From an optimization exercise on the open Yosys and OpenROAD flow, aimed at small area and a short achievable clock period; shortcuts taken in it are not production practice.
The RTL of this run was laid out without a check of its function.

### flow/run.sh
#!/bin/bash
# synth_recipe.tcl (not shown) runs the flow's synth.tcl, then flattens the netlist and writes it again
# the make line also repeats each setting of config.mk as NAME=value (left out here)
make -C /OpenROAD-flow-scripts/flow DESIGN_CONFIG=/design/flow/config.mk WORK_HOME=/design/flow/orfs CLKGATE_MAP_FILE= SYNTH_SCRIPT=/design/flow/synth_recipe.tcl finish
### flow/constraint.sdc
create_clock -name core_clock -period 8.0 [get_ports {clk}]
set_input_delay 1.6000 -clock core_clock [delete_from_list [all_inputs] [get_ports {clk}]]
set_output_delay 1.6000 -clock core_clock [all_outputs]
set_load 0.01 [all_outputs]
### flow/design.v
module fc2_column #(
    parameter logic [7:0] BIAS = 8'h00
) (
    input  logic        clk,
    input  logic [7:0]  weight,
    input  logic [10:0] x,
    input  logic        xmin,
    input  logic        first,
    output logic [15:0] res
);
    localparam logic [23:0] INIT = {{8{BIAS[7]}}, BIAS, 8'h80} + 24'd294912;
    logic [7:0] w;
    logic [23:0] acc;    
    logic [23:0] acc_in, sa, sb, acc_d, r;
    logic ovf;
    logic pp1;
    logic pp2;
    logic pp3;
    logic pp4;
    logic pp5;
    logic pp6;
    logic pp7;
    logic pp8;
    logic pp9;
    logic pp10;
    logic pp11;
    logic pp12;
    logic pp13;
    logic pp14;
    logic pp15;
    logic pp16;
    logic pp17;
    logic pp18;
    logic pp19;
    logic pp20;
    logic pp21;
    logic pp22;
    logic pp23;
    logic pp24;
    logic pp25;
    logic pp26;
    logic pp27;
    logic pp28;
    logic pp29;
    logic pp30;
    logic pp31;
    logic pp32;
    logic pp33;
    logic pp34;
    logic pp35;
    logic pp36;
    logic pp37;
    logic pp38;
    logic pp39;
    logic pp40;
    logic pp41;
    logic pp42;
    logic pp43;
    logic pp44;
    logic pp45;
    logic pp46;
    logic pp47;
    logic pp48;
    logic pp49;
    logic pp50;
    logic pp51;
    logic pp52;
    logic pp53;
    logic pp54;
    logic pp55;
    logic pp56;
    logic pp57;
    logic pp58;
    logic pp59;
    logic pp60;
    logic pp61;
    logic pp62;
    logic pp63;
    logic pp64;
    logic pp65;
    logic pp66;
    logic pp67;
    logic pp68;
    logic pp69;
    logic pp70;
    logic pp71;
    logic pp72;
    logic pp73;
    logic pp74;
    logic pp75;
    logic pp76;
    logic pp77;
    logic pp78;
    logic pp79;
    logic pp80;
    logic pp81;
    logic pp82;
    logic pp83;
    logic pp84;
    logic pp85;
    logic pp86;
    logic pp87;
    logic pp88;
    logic s89;
    logic c90;
    logic s92;
    logic c93;
    logic s95;
    logic c96;
    logic s98;
    logic c99;
    logic s101;
    logic c102;
    logic s104;
    logic c105;
    logic s107;
    logic c108;
    logic s110;
    logic c111;
    logic s113;
    logic c114;
    logic s116;
    logic c117;
    logic s119;
    logic c120;
    logic s122;
    logic c123;
    logic s125;
    logic c126;
    logic s128;
    logic c129;
    logic s131;
    logic c132;
    logic s134;
    logic c135;
    logic s137;
    logic c138;
    logic s140;
    logic c141;
    logic s143;
    logic c144;
    logic s146;
    logic c147;
    logic s149;
    logic c150;
    logic s152;
    logic c153;
    logic s155;
    logic c156;
    logic s158;
    logic c159;
    logic s161;
    logic c162;
    logic s164;
    logic c165;
    logic s167;
    logic c168;
    logic s170;
    logic c171;
    logic s173;
    logic c174;
    logic s176;
    logic c177;
    logic s179;
    logic c180;
    logic s182;
    logic c183;
    logic s185;
    logic c186;
    logic s188;
    logic c189;
    logic s191;
    logic c192;
    logic s194;
    logic c195;
    logic s197;
    logic c198;
    logic s200;
    logic c201;
    logic s203;
    logic c204;
    logic s206;
    logic c207;
    logic s209;
    logic c210;
    logic s212;
    logic c213;
    logic s215;
    logic c216;
    logic s218;
    logic c219;
    logic s221;
    logic c222;
    logic s224;
    logic c225;
    logic s227;
    logic c228;
    logic s230;
    logic c231;
    logic s233;
    logic c234;
    logic s236;
    logic c237;
    logic s239;
    logic c240;
    logic s242;
    logic c243;
    logic s245;
    logic c246;
    logic s248;
    logic c249;
    logic s251;
    logic c252;
    logic s254;
    logic c255;
    logic s257;
    logic c258;
    logic s260;
    logic c261;
    logic s263;
    logic c264;
    logic s266;
    logic c267;
    logic s269;
    logic c270;
    logic s272;
    logic c273;
    logic s275;
    logic c276;
    logic s278;
    logic c279;
    logic s281;
    logic c282;
    logic s284;
    logic c285;
    logic s287;
    logic c288;
    logic s290;
    logic c291;
    logic s293;
    logic c294;
    logic s296;
    logic c297;
    logic s299;
    logic c300;
    logic s302;
    logic c303;
    logic s305;
    logic c306;
    logic s308;
    logic c309;
    logic s311;
    logic c312;
    logic s314;
    logic c315;
    logic s317;
    logic c318;
    logic s320;
    logic c321;
    logic p323;
    logic p324;
    logic p325;
    logic p326;
    logic p327;
    logic p328;
    logic p329;
    logic p330;
    logic p331;
    logic p332;
    logic p333;
    logic p334;
    logic p335;
    logic p336;
    logic p337;
    logic p338;
    logic p339;
    logic p340;
    logic p341;
    logic p342;
    logic p343;
    logic p344;
    logic p345;
    logic p346;
    logic g347;
    logic g348;
    logic g349;
    logic g350;
    logic g351;
    logic g352;
    logic g353;
    logic g354;
    logic g355;
    logic g356;
    logic g357;
    logic g358;
    logic g359;
    logic g360;
    logic g361;
    logic g362;
    logic g363;
    logic g364;
    logic g365;
    logic g366;
    logic g367;
    logic g368;
    logic g369;
    logic g370;
    logic gg371;
    logic pq372;
    logic gg373;
    logic pq374;
    logic gg375;
    logic pq376;
    logic gg377;
    logic pq378;
    logic gg379;
    logic pq380;
    logic gg381;
    logic pq382;
    logic gg383;
    logic pq384;
    logic gg385;
    logic pq386;
    logic gg387;
    logic pq388;
    logic gg389;
    logic pq390;
    logic gg391;
    logic pq392;
    logic gg393;
    logic pq394;
    logic gg395;
    logic pq396;
    logic gg397;
    logic pq398;
    logic gg399;
    logic pq400;
    logic gg401;
    logic pq402;
    logic gg403;
    logic pq404;
    logic gg405;
    logic pq406;
    logic gg407;
    logic pq408;
    logic gg409;
    logic pq410;
    logic gg411;
    logic pq412;
    logic gg413;
    logic pq414;
    logic gg415;
    logic pq416;
    logic gg417;
    logic pq418;
    logic gg419;
    logic pq420;
    logic gg421;
    logic pq422;
    logic gg423;
    logic pq424;
    logic gg425;
    logic pq426;
    logic gg427;
    logic pq428;
    logic gg429;
    logic pq430;
    logic gg431;
    logic pq432;
    logic gg433;
    logic pq434;
    logic gg435;
    logic pq436;
    logic gg437;
    logic pq438;
    logic gg439;
    logic pq440;
    logic gg441;
    logic pq442;
    logic gg443;
    logic pq444;
    logic gg445;
    logic pq446;
    logic gg447;
    logic pq448;
    logic gg449;
    logic pq450;
    logic gg451;
    logic pq452;
    logic gg453;
    logic pq454;
    logic gg455;
    logic pq456;
    logic gg457;
    logic pq458;
    logic gg459;
    logic pq460;
    logic gg461;
    logic pq462;
    logic gg463;
    logic pq464;
    logic gg465;
    logic pq466;
    logic ys467;
    logic ys468;
    logic ys469;
    logic ys470;
    logic ys471;
    logic ys472;
    logic ys473;
    logic ys474;
    logic ys475;
    logic ys476;
    logic ys477;
    logic ys478;
    logic ys479;
    logic ys480;
    logic ys481;
    logic ys482;
    logic ys483;
    logic ys484;
    logic ys485;
    logic ys486;
    logic ys487;
    logic ys488;
    logic ys489;
    assign pp1 = ~(x[0] & w[0]);
    assign pp2 = ~(x[0] & w[1]);
    assign pp3 = ~(x[0] & w[2]);
    assign pp4 = ~(x[0] & w[3]);
    assign pp5 = ~(x[0] & w[4]);
    assign pp6 = ~(x[0] & w[5]);
    assign pp7 = ~(x[0] & w[6]);
    assign pp8 = ~(~(x[0] & w[7]));
    assign pp9 = ~(x[1] & w[0]);
    assign pp10 = ~(x[1] & w[1]);
    assign pp11 = ~(x[1] & w[2]);
    assign pp12 = ~(x[1] & w[3]);
    assign pp13 = ~(x[1] & w[4]);
    assign pp14 = ~(x[1] & w[5]);
    assign pp15 = ~(x[1] & w[6]);
    assign pp16 = ~(~(x[1] & w[7]));
    assign pp17 = ~(x[2] & w[0]);
    assign pp18 = ~(x[2] & w[1]);
    assign pp19 = ~(x[2] & w[2]);
    assign pp20 = ~(x[2] & w[3]);
    assign pp21 = ~(x[2] & w[4]);
    assign pp22 = ~(x[2] & w[5]);
    assign pp23 = ~(x[2] & w[6]);
    assign pp24 = ~(~(x[2] & w[7]));
    assign pp25 = ~(x[3] & w[0]);
    assign pp26 = ~(x[3] & w[1]);
    assign pp27 = ~(x[3] & w[2]);
    assign pp28 = ~(x[3] & w[3]);
    assign pp29 = ~(x[3] & w[4]);
    assign pp30 = ~(x[3] & w[5]);
    assign pp31 = ~(x[3] & w[6]);
    assign pp32 = ~(~(x[3] & w[7]));
    assign pp33 = ~(x[4] & w[0]);
    assign pp34 = ~(x[4] & w[1]);
    assign pp35 = ~(x[4] & w[2]);
    assign pp36 = ~(x[4] & w[3]);
    assign pp37 = ~(x[4] & w[4]);
    assign pp38 = ~(x[4] & w[5]);
    assign pp39 = ~(x[4] & w[6]);
    assign pp40 = ~(~(x[4] & w[7]));
    assign pp41 = ~(x[5] & w[0]);
    assign pp42 = ~(x[5] & w[1]);
    assign pp43 = ~(x[5] & w[2]);
    assign pp44 = ~(x[5] & w[3]);
    assign pp45 = ~(x[5] & w[4]);
    assign pp46 = ~(x[5] & w[5]);
    assign pp47 = ~(x[5] & w[6]);
    assign pp48 = ~(~(x[5] & w[7]));
    assign pp49 = ~(x[6] & w[0]);
    assign pp50 = ~(x[6] & w[1]);
    assign pp51 = ~(x[6] & w[2]);
    assign pp52 = ~(x[6] & w[3]);
    assign pp53 = ~(x[6] & w[4]);
    assign pp54 = ~(x[6] & w[5]);
    assign pp55 = ~(x[6] & w[6]);
    assign pp56 = ~(~(x[6] & w[7]));
    assign pp57 = ~(x[7] & w[0]);
    assign pp58 = ~(x[7] & w[1]);
    assign pp59 = ~(x[7] & w[2]);
    assign pp60 = ~(x[7] & w[3]);
    assign pp61 = ~(x[7] & w[4]);
    assign pp62 = ~(x[7] & w[5]);
    assign pp63 = ~(x[7] & w[6]);
    assign pp64 = ~(~(x[7] & w[7]));
    assign pp65 = ~(x[8] & w[0]);
    assign pp66 = ~(x[8] & w[1]);
    assign pp67 = ~(x[8] & w[2]);
    assign pp68 = ~(x[8] & w[3]);
    assign pp69 = ~(x[8] & w[4]);
    assign pp70 = ~(x[8] & w[5]);
    assign pp71 = ~(x[8] & w[6]);
    assign pp72 = ~(~(x[8] & w[7]));
    assign pp73 = ~(x[9] & w[0]);
    assign pp74 = ~(x[9] & w[1]);
    assign pp75 = ~(x[9] & w[2]);
    assign pp76 = ~(x[9] & w[3]);
    assign pp77 = ~(x[9] & w[4]);
    assign pp78 = ~(x[9] & w[5]);
    assign pp79 = ~(x[9] & w[6]);
    assign pp80 = ~(~(x[9] & w[7]));
    assign pp81 = ~(~(x[10] & w[0]));
    assign pp82 = ~(~(x[10] & w[1]));
    assign pp83 = ~(~(x[10] & w[2]));
    assign pp84 = ~(~(x[10] & w[3]));
    assign pp85 = ~(~(x[10] & w[4]));
    assign pp86 = ~(~(x[10] & w[5]));
    assign pp87 = ~(~(x[10] & w[6]));
    assign pp88 = ~(x[10] & w[7]);
    assign ovf = xmin & (w == 8'h80);
    assign acc_in = first ? ~INIT : acc;
    fc2_han ha91 (.a(pp6), .b(pp13), .sn(s89), .con(c90));
    fc2_fa fa94 (.a(pp7), .b(pp14), .c(pp21), .s(s92), .co(c93));
    fc2_han ha97 (.a(pp28), .b(pp35), .sn(s95), .con(c96));
    fc2_fa fa100 (.a(pp8), .b(pp15), .c(pp22), .s(s98), .co(c99));
    fc2_fa fa103 (.a(pp29), .b(pp36), .c(pp43), .s(s101), .co(c102));
    fc2_han ha106 (.a(pp50), .b(pp57), .sn(s104), .con(c105));
    fc2_fa fa109 (.a(pp16), .b(pp23), .c(pp30), .s(s107), .co(c108));
    fc2_fa fa112 (.a(pp37), .b(pp44), .c(pp51), .s(s110), .co(c111));
    fc2_fa fa115 (.a(pp58), .b(pp65), .c(acc_in[8]), .s(s113), .co(c114));
    fc2_fa fa118 (.a(pp24), .b(pp31), .c(pp38), .s(s116), .co(c117));
    fc2_fa fa121 (.a(pp45), .b(pp52), .c(pp59), .s(s119), .co(c120));
    fc2_fa fa124 (.a(pp66), .b(pp73), .c(acc_in[9]), .s(s122), .co(c123));
    fc2_fa fa127 (.a(pp32), .b(pp39), .c(pp46), .s(s125), .co(c126));
    fc2_fa fa130 (.a(pp53), .b(pp60), .c(pp67), .s(s128), .co(c129));
    fc2_fa fa133 (.a(pp74), .b(pp81), .c(acc_in[10]), .s(s131), .co(c132));
    fc2_fa fa136 (.a(pp40), .b(pp47), .c(pp54), .s(s134), .co(c135));
    fc2_fa fa139 (.a(pp61), .b(pp68), .c(pp75), .s(s137), .co(c138));
    fc2_han ha142 (.a(pp82), .b(acc_in[11]), .sn(s140), .con(c141));
    fc2_fa fa145 (.a(pp48), .b(pp55), .c(pp62), .s(s143), .co(c144));
    fc2_fa fa148 (.a(pp69), .b(pp76), .c(pp83), .s(s146), .co(c147));
    fc2_fa fa151 (.a(pp56), .b(pp63), .c(pp70), .s(s149), .co(c150));
    fc2_han ha154 (.a(pp4), .b(pp11), .sn(s152), .con(c153));
    fc2_fa fa157 (.a(pp5), .b(pp12), .c(pp19), .s(s155), .co(c156));
    fc2_han ha160 (.a(pp26), .b(pp33), .sn(s158), .con(c159));
    fc2_fa fa163 (.a(pp20), .b(pp27), .c(pp34), .s(s161), .co(c162));
    fc2_fa fa166 (.a(pp41), .b(acc_in[5]), .c(s89), .s(s164), .co(c165));
    fc2_fa fa169 (.a(pp42), .b(pp49), .c(acc_in[6]), .s(s167), .co(c168));
    fc2_fa fa172 (.a(c90), .b(s95), .c(s92), .s(s170), .co(c171));
    fc2_fa fa175 (.a(acc_in[7]), .b(c96), .c(s104), .s(s173), .co(c174));
    fc2_fa fa178 (.a(c93), .b(s98), .c(s101), .s(s176), .co(c177));
    fc2_fa fa181 (.a(c105), .b(c99), .c(c102), .s(s179), .co(c180));
    fc2_fa fa184 (.a(s107), .b(s110), .c(s113), .s(s182), .co(c183));
    fc2_fa fa187 (.a(c108), .b(c111), .c(c114), .s(s185), .co(c186));
    fc2_fa fa190 (.a(s116), .b(s119), .c(s122), .s(s188), .co(c189));
    fc2_fa fa193 (.a(c117), .b(c120), .c(c123), .s(s191), .co(c192));
    fc2_fa fa196 (.a(s125), .b(s128), .c(s131), .s(s194), .co(c195));
    fc2_fa fa199 (.a(s140), .b(c126), .c(c129), .s(s197), .co(c198));
    fc2_fa fa202 (.a(c132), .b(s134), .c(s137), .s(s200), .co(c201));
    fc2_fa fa205 (.a(acc_in[12]), .b(c141), .c(c135), .s(s203), .co(c204));
    fc2_fa fa208 (.a(c138), .b(s143), .c(s146), .s(s206), .co(c207));
    fc2_fa fa211 (.a(pp77), .b(pp84), .c(acc_in[13]), .s(s209), .co(c210));
    fc2_fa fa214 (.a(c144), .b(c147), .c(s149), .s(s212), .co(c213));
    fc2_fa fa217 (.a(pp64), .b(pp71), .c(pp78), .s(s215), .co(c216));
    fc2_fa fa220 (.a(pp85), .b(acc_in[14]), .c(c150), .s(s218), .co(c219));
    fc2_fa fa223 (.a(pp72), .b(pp79), .c(pp86), .s(s221), .co(c222));
    fc2_han ha226 (.a(pp3), .b(pp10), .sn(s224), .con(c225));
    fc2_fa fa229 (.a(pp18), .b(pp25), .c(acc_in[3]), .s(s227), .co(c228));
    fc2_fa fa232 (.a(acc_in[4]), .b(c153), .c(s158), .s(s230), .co(c231));
    fc2_fa fa235 (.a(c159), .b(c156), .c(s161), .s(s233), .co(c234));
    fc2_fa fa238 (.a(c162), .b(s167), .c(c165), .s(s236), .co(c237));
    fc2_fa fa241 (.a(c168), .b(s173), .c(c171), .s(s239), .co(c240));
    fc2_fa fa244 (.a(c174), .b(s179), .c(c177), .s(s242), .co(c243));
    fc2_fa fa247 (.a(c180), .b(s185), .c(c183), .s(s245), .co(c246));
    fc2_fa fa250 (.a(c186), .b(s191), .c(c189), .s(s248), .co(c249));
    fc2_fa fa253 (.a(c192), .b(s197), .c(c195), .s(s251), .co(c252));
    fc2_fa fa256 (.a(c198), .b(s203), .c(c201), .s(s254), .co(c255));
    fc2_fa fa259 (.a(s209), .b(c204), .c(c207), .s(s257), .co(c258));
    fc2_fa fa262 (.a(c210), .b(s215), .c(s218), .s(s260), .co(c261));
    fc2_fa fa265 (.a(acc_in[15]), .b(c216), .c(s221), .s(s263), .co(c264));
    fc2_fa fa268 (.a(pp80), .b(pp87), .c(acc_in[16]), .s(s266), .co(c267));
    fc2_han ha271 (.a(pp2), .b(pp9), .sn(s269), .con(c270));
    fc2_fa fa274 (.a(pp17), .b(acc_in[2]), .c(s224), .s(s272), .co(c273));
    fc2_fa fa277 (.a(c225), .b(s152), .c(s227), .s(s275), .co(c276));
    fc2_fa fa280 (.a(c228), .b(s155), .c(s230), .s(s278), .co(c279));
    fc2_fa fa283 (.a(c231), .b(s164), .c(s233), .s(s281), .co(c282));
    fc2_fa fa286 (.a(c234), .b(s170), .c(s236), .s(s284), .co(c285));
    fc2_fa fa289 (.a(s176), .b(c237), .c(s239), .s(s287), .co(c288));
    fc2_fa fa292 (.a(s182), .b(c240), .c(s242), .s(s290), .co(c291));
    fc2_fa fa295 (.a(s188), .b(c243), .c(s245), .s(s293), .co(c294));
    fc2_fa fa298 (.a(s194), .b(c246), .c(s248), .s(s296), .co(c297));
    fc2_fa fa301 (.a(s200), .b(c249), .c(s251), .s(s299), .co(c300));
    fc2_fa fa304 (.a(s206), .b(c252), .c(s254), .s(s302), .co(c303));
    fc2_fa fa307 (.a(s212), .b(c255), .c(s257), .s(s305), .co(c306));
    fc2_fa fa310 (.a(c213), .b(c258), .c(s260), .s(s308), .co(c309));
    fc2_fa fa313 (.a(c219), .b(s263), .c(c261), .s(s311), .co(c312));
    fc2_fa fa316 (.a(c222), .b(s266), .c(c264), .s(s314), .co(c315));
    fc2_fa fa319 (.a(pp88), .b(acc_in[17]), .c(c267), .s(s317), .co(c318));
    fc2_han ha322 (.a(acc_in[18]), .b(~(~ovf)), .sn(s320), .con(c321));
    assign sa = {acc_in[23], acc_in[22], acc_in[21], acc_in[20], acc_in[19], c318, c315, c312, c309, c306, c303, c300, c297, c294, c291, c288, c285, c282, c279, c276, c273, c270, acc_in[1], pp1};
    assign sb = {1'b1, 1'b1, 1'b1, 1'b1, c321, s320, s317, s314, s311, s308, s305, s302, s299, s296, s293, s290, s287, s284, s281, s278, s275, s272, s269, acc_in[0]};
    assign p323 = sa[0] ^ sb[0];
    assign p324 = sa[1] ^ sb[1];
    assign p325 = sa[2] ^ sb[2];
    assign p326 = sa[3] ^ sb[3];
    assign p327 = sa[4] ^ sb[4];
    assign p328 = sa[5] ^ sb[5];
    assign p329 = sa[6] ^ sb[6];
    assign p330 = sa[7] ^ sb[7];
    assign p331 = sa[8] ^ sb[8];
    assign p332 = sa[9] ^ sb[9];
    assign p333 = sa[10] ^ sb[10];
    assign p334 = sa[11] ^ sb[11];
    assign p335 = sa[12] ^ sb[12];
    assign p336 = sa[13] ^ sb[13];
    assign p337 = sa[14] ^ sb[14];
    assign p338 = sa[15] ^ sb[15];
    assign p339 = sa[16] ^ sb[16];
    assign p340 = sa[17] ^ sb[17];
    assign p341 = sa[18] ^ sb[18];
    assign p342 = sa[19] ^ sb[19];
    assign p343 = sa[20] ^ sb[20];
    assign p344 = sa[21] ^ sb[21];
    assign p345 = sa[22] ^ sb[22];
    assign p346 = sa[23] ^ sb[23];
    assign g347 = sa[0] | sb[0];
    assign g348 = sa[1] & sb[1];
    assign g349 = sa[2] & sb[2];
    assign g350 = sa[3] & sb[3];
    assign g351 = sa[4] & sb[4];
    assign g352 = sa[5] & sb[5];
    assign g353 = sa[6] & sb[6];
    assign g354 = sa[7] & sb[7];
    assign g355 = sa[8] & sb[8];
    assign g356 = sa[9] & sb[9];
    assign g357 = sa[10] & sb[10];
    assign g358 = sa[11] & sb[11];
    assign g359 = sa[12] & sb[12];
    assign g360 = sa[13] & sb[13];
    assign g361 = sa[14] & sb[14];
    assign g362 = sa[15] & sb[15];
    assign g363 = sa[16] & sb[16];
    assign g364 = sa[17] & sb[17];
    assign g365 = sa[18] & sb[18];
    assign g366 = sa[19] & sb[19];
    assign g367 = sa[20] & sb[20];
    assign g368 = sa[21] & sb[21];
    assign g369 = sa[22] & sb[22];
    assign g370 = sa[23] & sb[23];
    assign gg371 = g348 | (p324 & g347);
    assign pq372 = p324 & p323;
    assign gg373 = g350 | (p326 & g349);
    assign pq374 = p326 & p325;
    assign gg375 = g352 | (p328 & g351);
    assign pq376 = p328 & p327;
    assign gg377 = g354 | (p330 & g353);
    assign pq378 = p330 & p329;
    assign gg379 = g356 | (p332 & g355);
    assign pq380 = p332 & p331;
    assign gg381 = g358 | (p334 & g357);
    assign pq382 = p334 & p333;
    assign gg383 = g360 | (p336 & g359);
    assign pq384 = p336 & p335;
    assign gg385 = g362 | (p338 & g361);
    assign pq386 = p338 & p337;
    assign gg387 = g364 | (p340 & g363);
    assign pq388 = p340 & p339;
    assign gg389 = g366 | (p342 & g365);
    assign pq390 = p342 & p341;
    assign gg391 = g368 | (p344 & g367);
    assign pq392 = p344 & p343;
    assign gg393 = g349 | (p325 & gg371);
    assign pq394 = p325 & pq372;
    assign gg395 = gg373 | (pq374 & gg371);
    assign pq396 = pq374 & pq372;
    assign gg397 = g353 | (p329 & gg375);
    assign pq398 = p329 & pq376;
    assign gg399 = gg377 | (pq378 & gg375);
    assign pq400 = pq378 & pq376;
    assign gg401 = g357 | (p333 & gg379);
    assign pq402 = p333 & pq380;
    assign gg403 = gg381 | (pq382 & gg379);
    assign pq404 = pq382 & pq380;
    assign gg405 = g361 | (p337 & gg383);
    assign pq406 = p337 & pq384;
    assign gg407 = gg385 | (pq386 & gg383);
    assign pq408 = pq386 & pq384;
    assign gg409 = g365 | (p341 & gg387);
    assign pq410 = p341 & pq388;
    assign gg411 = gg389 | (pq390 & gg387);
    assign pq412 = pq390 & pq388;
    assign gg413 = g369 | (p345 & gg391);
    assign pq414 = p345 & pq392;
    assign gg415 = g351 | (p327 & gg395);
    assign pq416 = p327 & pq396;
    assign gg417 = gg375 | (pq376 & gg395);
    assign pq418 = pq376 & pq396;
    assign gg419 = gg397 | (pq398 & gg395);
    assign pq420 = pq398 & pq396;
    assign gg421 = gg399 | (pq400 & gg395);
    assign pq422 = pq400 & pq396;
    assign gg423 = g359 | (p335 & gg403);
    assign pq424 = p335 & pq404;
    assign gg425 = gg383 | (pq384 & gg403);
    assign pq426 = pq384 & pq404;
    assign gg427 = gg405 | (pq406 & gg403);
    assign pq428 = pq406 & pq404;
    assign gg429 = gg407 | (pq408 & gg403);
    assign pq430 = pq408 & pq404;
    assign gg431 = g367 | (p343 & gg411);
    assign pq432 = p343 & pq412;
    assign gg433 = gg391 | (pq392 & gg411);
    assign pq434 = pq392 & pq412;
    assign gg435 = gg413 | (pq414 & gg411);
    assign pq436 = pq414 & pq412;
    assign gg437 = g355 | (p331 & gg421);
    assign pq438 = p331 & pq422;
    assign gg439 = gg379 | (pq380 & gg421);
    assign pq440 = pq380 & pq422;
    assign gg441 = gg401 | (pq402 & gg421);
    assign pq442 = pq402 & pq422;
    assign gg443 = gg403 | (pq404 & gg421);
    assign pq444 = pq404 & pq422;
    assign gg445 = gg423 | (pq424 & gg421);
    assign pq446 = pq424 & pq422;
    assign gg447 = gg425 | (pq426 & gg421);
    assign pq448 = pq426 & pq422;
    assign gg449 = gg427 | (pq428 & gg421);
    assign pq450 = pq428 & pq422;
    assign gg451 = gg429 | (pq430 & gg421);
    assign pq452 = pq430 & pq422;
    assign gg453 = g363 | (p339 & gg451);
    assign pq454 = p339 & pq452;
    assign gg455 = gg387 | (pq388 & gg451);
    assign pq456 = pq388 & pq452;
    assign gg457 = gg409 | (pq410 & gg451);
    assign pq458 = pq410 & pq452;
    assign gg459 = gg411 | (pq412 & gg451);
    assign pq460 = pq412 & pq452;
    assign gg461 = gg431 | (pq432 & gg451);
    assign pq462 = pq432 & pq452;
    assign gg463 = gg433 | (pq434 & gg451);
    assign pq464 = pq434 & pq452;
    assign gg465 = gg435 | (pq436 & gg451);
    assign pq466 = pq436 & pq452;
    assign ys467 = p324 ^ g347;
    assign ys468 = p325 ^ gg371;
    assign ys469 = p326 ^ gg393;
    assign ys470 = p327 ^ gg395;
    assign ys471 = p328 ^ gg415;
    assign ys472 = p329 ^ gg417;
    assign ys473 = p330 ^ gg419;
    assign ys474 = p331 ^ gg421;
    assign ys475 = p332 ^ gg437;
    assign ys476 = p333 ^ gg439;
    assign ys477 = p334 ^ gg441;
    assign ys478 = p335 ^ gg443;
    assign ys479 = p336 ^ gg445;
    assign ys480 = p337 ^ gg447;
    assign ys481 = p338 ^ gg449;
    assign ys482 = p339 ^ gg451;
    assign ys483 = p340 ^ gg453;
    assign ys484 = p341 ^ gg455;
    assign ys485 = p342 ^ gg457;
    assign ys486 = p343 ^ gg459;
    assign ys487 = p344 ^ gg461;
    assign ys488 = p345 ^ gg463;
    assign ys489 = p346 ^ gg465;
    assign acc_d = {ys489, ys488, ys487, ys486, ys485, ys484, ys483, ys482, ys481, ys480, ys479, ys478, ys477, ys476, ys475, ys474, ys473, ys472, ys471, ys470, ys469, ys468, ys467, ~p323};
    assign r = ~acc;
    always_ff @(posedge clk) begin
        w <= weight;
        acc <= acc_d;
    end
    assign res = {r[23:9], r[8] & (|r[7:0])};
endmodule
module fc2_fa (
    input  logic a, b, c,
    output logic s, co
);
    assign s = a ^ b ^ c;
    assign co = (a & b) | (c & (a ^ b));
endmodule
module fc2_ha (
    input  logic a, b,
    output logic s, co
);
    assign s = a ^ b;
    assign co = a & b;
endmodule
module fc2_han (
    input  logic a, b,
    output logic sn, con
);
    assign sn = ~(a ^ b);
    assign con = a | b;
endmodule
module fc2 (
    input clk,
    input rst_n,
    input logic [511:0] weight ,
    input  logic [10:0] in_data,
    input in_valid,
    output logic out_valid,
    output logic [15:0] sum
);
localparam logic [511:0] BIAS_FLAT = {
    8'h24, 8'h0E, 8'h01, 8'h02, 8'h1F, 8'h12, 8'hFE, 8'hEF,
    8'h1A, 8'hE5, 8'h08, 8'h19, 8'h3E, 8'hD0, 8'h25, 8'h07,
    8'h12, 8'hF0, 8'hBC, 8'hF6, 8'hFF, 8'h06, 8'hF7, 8'hFD,
    8'h0E, 8'h01, 8'hD4, 8'hE7, 8'hF4, 8'hE0, 8'hD1, 8'h3E,
    8'h09, 8'h20, 8'hC6, 8'hFA, 8'hFD, 8'h17, 8'hF4, 8'hF0,
    8'h12, 8'h17, 8'hF3, 8'h12, 8'h01, 8'h12, 8'h01, 8'h19,
    8'h23, 8'hB9, 8'hFB, 8'h12, 8'hD8, 8'hB2, 8'h19, 8'hE9,
    8'hE9, 8'h16, 8'h11, 8'hC5, 8'h1C, 8'h01, 8'h26, 8'hD8
};
logic       run, primed;
logic [7:0] ph, ph_n;
logic       load;
assign ph_n = (run || in_valid) ? ph + 8'd1 : ph;
always_ff @(posedge clk or negedge rst_n) begin
    if (!rst_n) begin
        run <= 1'b0;
        ph <= 8'd255;
        load <= 1'b0;
        primed <= 1'b0;
        out_valid <= 1'b0;
    end else begin
        if (in_valid) run <= 1'b1;
        ph <= ph_n;
        load <= (ph_n == 8'd0);
        if (run && ph == 8'd255) primed <= 1'b1;
        out_valid <= primed && (ph >= 8'd5) && (ph <= 8'd68);
    end
end
logic [10:0] x_r;
logic        xmin_r;
always_ff @(posedge clk) begin
    x_r <= in_data;
    xmin_r <= (in_data == 11'h400);
end
logic [15:0] res [0:63];
genvar i;
generate
    for (i = 0; i < 64; i = i + 1) begin : col
        fc2_column #(.BIAS(BIAS_FLAT[(63-i)*8 +: 8])) fc (
            .clk(clk),
            .weight(weight[8*i +: 8]),
            .x(x_r),
            .xmin(xmin_r),
            .first(load),
            .res(res[i])
        );
    end
endgenerate
logic [15:0] sr [0:68];
always_ff @(posedge clk) begin
    for (int k = 0; k < 5; k = k + 1) sr[k] <= sr[k+1];
    for (int k = 5; k < 68; k = k + 1) sr[k] <= load ? res[k-5] : sr[k+1];
    sr[68] <= load ? res[63] : 16'd0;
end
assign sum = sr[0];
endmodule
### flow/config.mk
export PLATFORM = sky130hd
export DESIGN_NAME = fc2
export DESIGN_NICKNAME = fc2
export VERILOG_FILES = /design/flow/design.v
export SDC_FILE = /design/flow/constraint.sdc
export NUM_CORES = 8
export LEC_CHECK = 0
export CAP_MARGIN = 20
export CORE_MARGIN = 2
export CORE_UTILIZATION = 45
export SETUP_SLACK_MARGIN = 3.5
export SLEW_MARGIN = 20
export SYNTH_HIERARCHICAL = 1
==> key figures <==
Status
  – Status: no timing/DRC/antenna violations

Die
  – Core area: approximately 610,000 µm²
  – IO Pins: ~540
  – Starting density of the core: around 45%
  – Die Ht: ~800 µm
  – Die area: about 600,000 µm²
  – Cell row count: roughly 290
  – Die X-Extent: about 790 µm

Synthesis
  – Post-synth net total: roughly 35,000
  – Ys async rst share: 0.378%
  – Number of synthesized flops with an enable pin: 0
  – Register area share after synthesis: 23.1%
  – Synth cell types: between 60 and 70
  – #FFs+latches synth: roughly 3,200
  – Synthesized area per cell: approximately 9.8 µm²
  – Synth warn: 55
  – Ys flop type: dfxtp_1
  – Netlist Area Pre-Place: between 200,000 and 300,000 µm²
  – Synth Instances: 28,100

Drt
  – DRC viols: 0
  – Via count: between 200k and 250k
  – Pre-antenna DRT Iters: 7
  – Post-DRT Antenna Nets: 0
  – Vias per cell: 5.34
  – Wire per inst: 23.8 µm
  – Iter 0 DRT Violations: approximately 13,000
  – Routed Wire Length: 924,000 µm

Global route
  – Grt ovf: 0
  – Largest net degree at the start of global routing: 93
  – Initial antenna violation count: between 80 and 90
  – Total track usage: roughly 29%
  – First-pass GRT wire length: 1,350,000 µm
  – Vias in the first global route: about 220k

Timing
  – Worst slew pin tran: about 0.88 ns
  – Rel. slew slack: 40.4%
  – Final period util: 67.7%
  – RSZ-0062 raised after global routing: true
  – Final Worst Setup Slack: between 2 and 3 ns
  – Final setup fails: 0
  – Fin Setup TNS: 0 ns
  – Shortest period the worst path allows: approximately 5.4 ns
  – Clk_skew: approximately 0.08 ns
  – Fmax: between 150 and 200 MHz
  – Slew Viols, Final: 0
  – Final hold vios: 0

Place
  – Hpwl dp: 544,000 µm
  – Global placer's final weighted congestion: 0.877
  – Setup Slack @ Placement: 1.92 ns
  – PortBufs: around 540

Critical path
  – WP buf/inv: 6
  – Crit path cell chain: buf_4 -> buf_6 -> buf_12 -> buf_16 -> buf_8 -> buf_16 -> or2_4 -> fa_2 -> fa_1 -> fa_1 -> fa_1 -> ha_4 -> a21oi_4 -> o21ai_2 -> a221oi_2 -> o221ai_2 -> o32a_1 -> o21ai_1 -> or3b_1
  – Critical path startpoint category: flip-flop
  – CP delay by family, top: adder cells
  – Worst Path Max Fanout: 6
  – Required @ worst endpoint: about 9 ns
  – Crit end category: flip-flop
  – Worst path arrival time: approximately 6.3 ns
  – Critical path's most frequent cell: fa_1
  – Critical path's slowest cell: fa_1
  – Crit path kind: reg -> reg
  – Crit-path max cell delay: approximately 0.56 ns

Cells and area
  – Final nets: around 37,000
  – Layout cells sized above 1: roughly 28%
  – Synthesis-to-layout area growth: 28.9%

Clock network
  – Clock root buffer: clkbuf_16
  – Worst skew pair latency: about 1.1 ns
  – Clock sink total: 3,176
  – CTS tree: built
  – Count of hold buffers inserted by post-cts repair: 0
  – CTS max path bufs: 4
  – H-tree levels: 5
  – Num CTS Buffers: around 390
  – Clock transition at path regs: 0.06 ns

Min path
  – Hold Crit Class: reg -> reg

Job
  – Max-Cap Viols: 0
## layout make-up
cell class,count,area [µm²]
Inverter,4226,16200
Clock buffer,493,10700
Clock inverter,221,2830
Multi-Input combinational cell,19600,213000
Antenna cell,90,225
Tap cell,8092,10100
Sequential cell,3176,63700
Timing Repair Buffer,3026,37900
Fill cell,49800,256000
## sequential cells by signal, summed over array words and instances (netlist names)
name / flops
xmin_r: 1
x_r: 11
out_valid: 1
ph: 8
col.fc.w: 512
primed: 1
load: 1
run: 1
col.fc.acc: 1536
sr: 1104
## layout by cell type, fill, tap and decap left out, types with 106 or more instances in the layout
cell | netlist | final
a21o_1 | 190 | 190
a21oi_1 | 579 | 268
a21oi_2 | 63 | 238
a21oi_4 | 0 | 136
and2_1 | 1232 | 1127
and2_4 | 1 | 106
buf_12 | 0 | 244
buf_16 | 0 | 298
buf_4 | 35 | 1287
buf_6 | 3 | 453
clkbuf_16 | 0 | 444
clkdlybuf4s50_1 | 0 | 542
dfxtp_1 | 3164 | 3152
fa_1 | 4736 | 3594
fa_2 | 0 | 1142
ha_1 | 1795 | 1164
ha_4 | 0 | 588
inv_1 | 4212 | 4057
inv_2 | 0 | 106
mux2_2 | 1008 | 1008
nand2_1 | 5228 | 5022
nand2_2 | 0 | 128
nand3_1 | 316 | 263
nand4_1 | 192 | 192
nor2_1 | 986 | 774
nor2_2 | 1 | 140
nor3_1 | 320 | 182
o21a_1 | 191 | 190
o21ai_1 | 127 | 148
o21ai_2 | 0 | 220
or2_2 | 485 | 402
xnor2_1 | 520 | 460
xor2_1 | 258 | 242
## stage by stage
| stage | hold slack [ns] | util (%) | area [µm²] | std cells |
|---|---|---|---|---|
| global route | 0.328 | 58.1 | 355000 | 38900 |
| detailed placement | 0.312 | 47.7 | 291000 | 35900 |
| floorplan | 0.310 | - | 277000 | 28100 |
| global placement | 0.310 | 47.7 | 291000 | 35900 |
| finish | 0.322 | 58.1 | 355000 | 38900 |
| CTS | 0.326 | 55.5 | 339000 | 38000 |
## per-layer routing
layer	GRT usage (%)	part of all wire, %	routed length (µm)
met1	34.9	38	349000
met2	48.7	48	446000
met3	4.83	6.9	63900
met4	15.4	7.1	65800
met5	0	0.020	187
## kinds of logic after synthesis
family          count (synthesis)  synth area share (%)
buf+inv                      5399                  7.45
flops                        3176                  23.1
fa+ha+maj                    6531                  42.6
xor+xnor                      778                  2.47
simple gates                 9323                  15.5
mux                          1008                  4.12
compound gates               1932                  4.78
## modules after synthesis, one instance, submodules excluded, excerpt
module / copies in the design / area (µm²) / cells inside / flops+latches
fc2: 1 / 35200 / 2320 / 1128
fc2_han: 576 / 27.5 / 5 / 0
fc2_fa: 4416 / 20.0 / 1 / 0
## path summary, 6_finish.rpt
check,cells past startpoint,end,startpoint,slack [ns]
setup / recovery,19,col[10].fc.acc[21]$_DFF_P_,load$_DFF_PN0_,2.58
hold / removal,0,sr[2][1]$_DFF_P_,sr[3][1]$_DFF_P_,0.32
setup reg to reg,19,col[10].fc.acc[21]$_DFF_P_,load$_DFF_PN0_,2.58
hold reg to reg,0,sr[2][1]$_DFF_P_,sr[3][1]$_DFF_P_,0.32
max in group asynchronous,1,load$_DFF_PN0_,rst_n,6.43
min in group asynchronous,1,run$_DFFE_PN0P_,rst_n,1.01
## cell usage after synthesis (all sizes together), types with 115 or more instances
cell / instances / area (µm²)
nand3: 316 / 1580
xnor2: 520 / 4550
o21a: 191 / 1430
o21ai: 449 / 2250
dfxtp: 3164 / 63300
xor2: 258 / 2260
inv: 4212 / 15800
a21o: 191 / 1440
fa: 4736 / 94800
and2: 1234 / 7720
nor3: 321 / 1610
ha: 1795 / 22500
buf: 115 / 682
nor2: 987 / 3710
clkbuf: 1058 / 3970
mux2: 1008 / 11400
nand2: 5228 / 19600
nand4: 192 / 1200
a21oi: 642 / 3450
or2: 549 / 3430
## timing repair
| action | 4_1_cts | 5_1_grt |
|---|---|---|
| buffers inserted | 1230 | 715 |
| setup endpoints to repair | 1032 | 1027 |
| pin swaps | 1614 | 1840 |
| gates resized for setup | 3698 | 1993 |
| cloned | 231 | 52 |

static timing again, ports no longer ideal:
No port has a modelled driver above. Below, the same layout with a new extraction and two added sets of constraints.
Step 1 (the two cells are an assumption about what drives the block):
set clk [get_ports {clk}]
set_driving_cell -lib_cell sky130_fd_sc_hd__clkbuf_16 $clk
set_driving_cell -lib_cell sky130_fd_sc_hd__buf_2 [delete_from_list [all_inputs] $clk]
Step 2 adds t to the input delays and takes it off the output delays; t is the mean of the earliest and latest rising clock arrival at the registers after step 1. Input paths then give back, and output paths get back, about the clock's delay inside the block.
Three values: ideal, step 1, step 2; two values: the first two.
t (ns): 1.147
setup slack, ns: 2.582 / 2.582 / 2.582
hold slack, ns: 0.322 / 0.322 / 0.322
worst slew at a driven data input, ns: 0.34
pins driven straight from the clock port: 1
After both steps this run still meets setup and hold. The setup slack of this run moves by 0.000 ns with the drivers and by 0.000 ns with both steps.
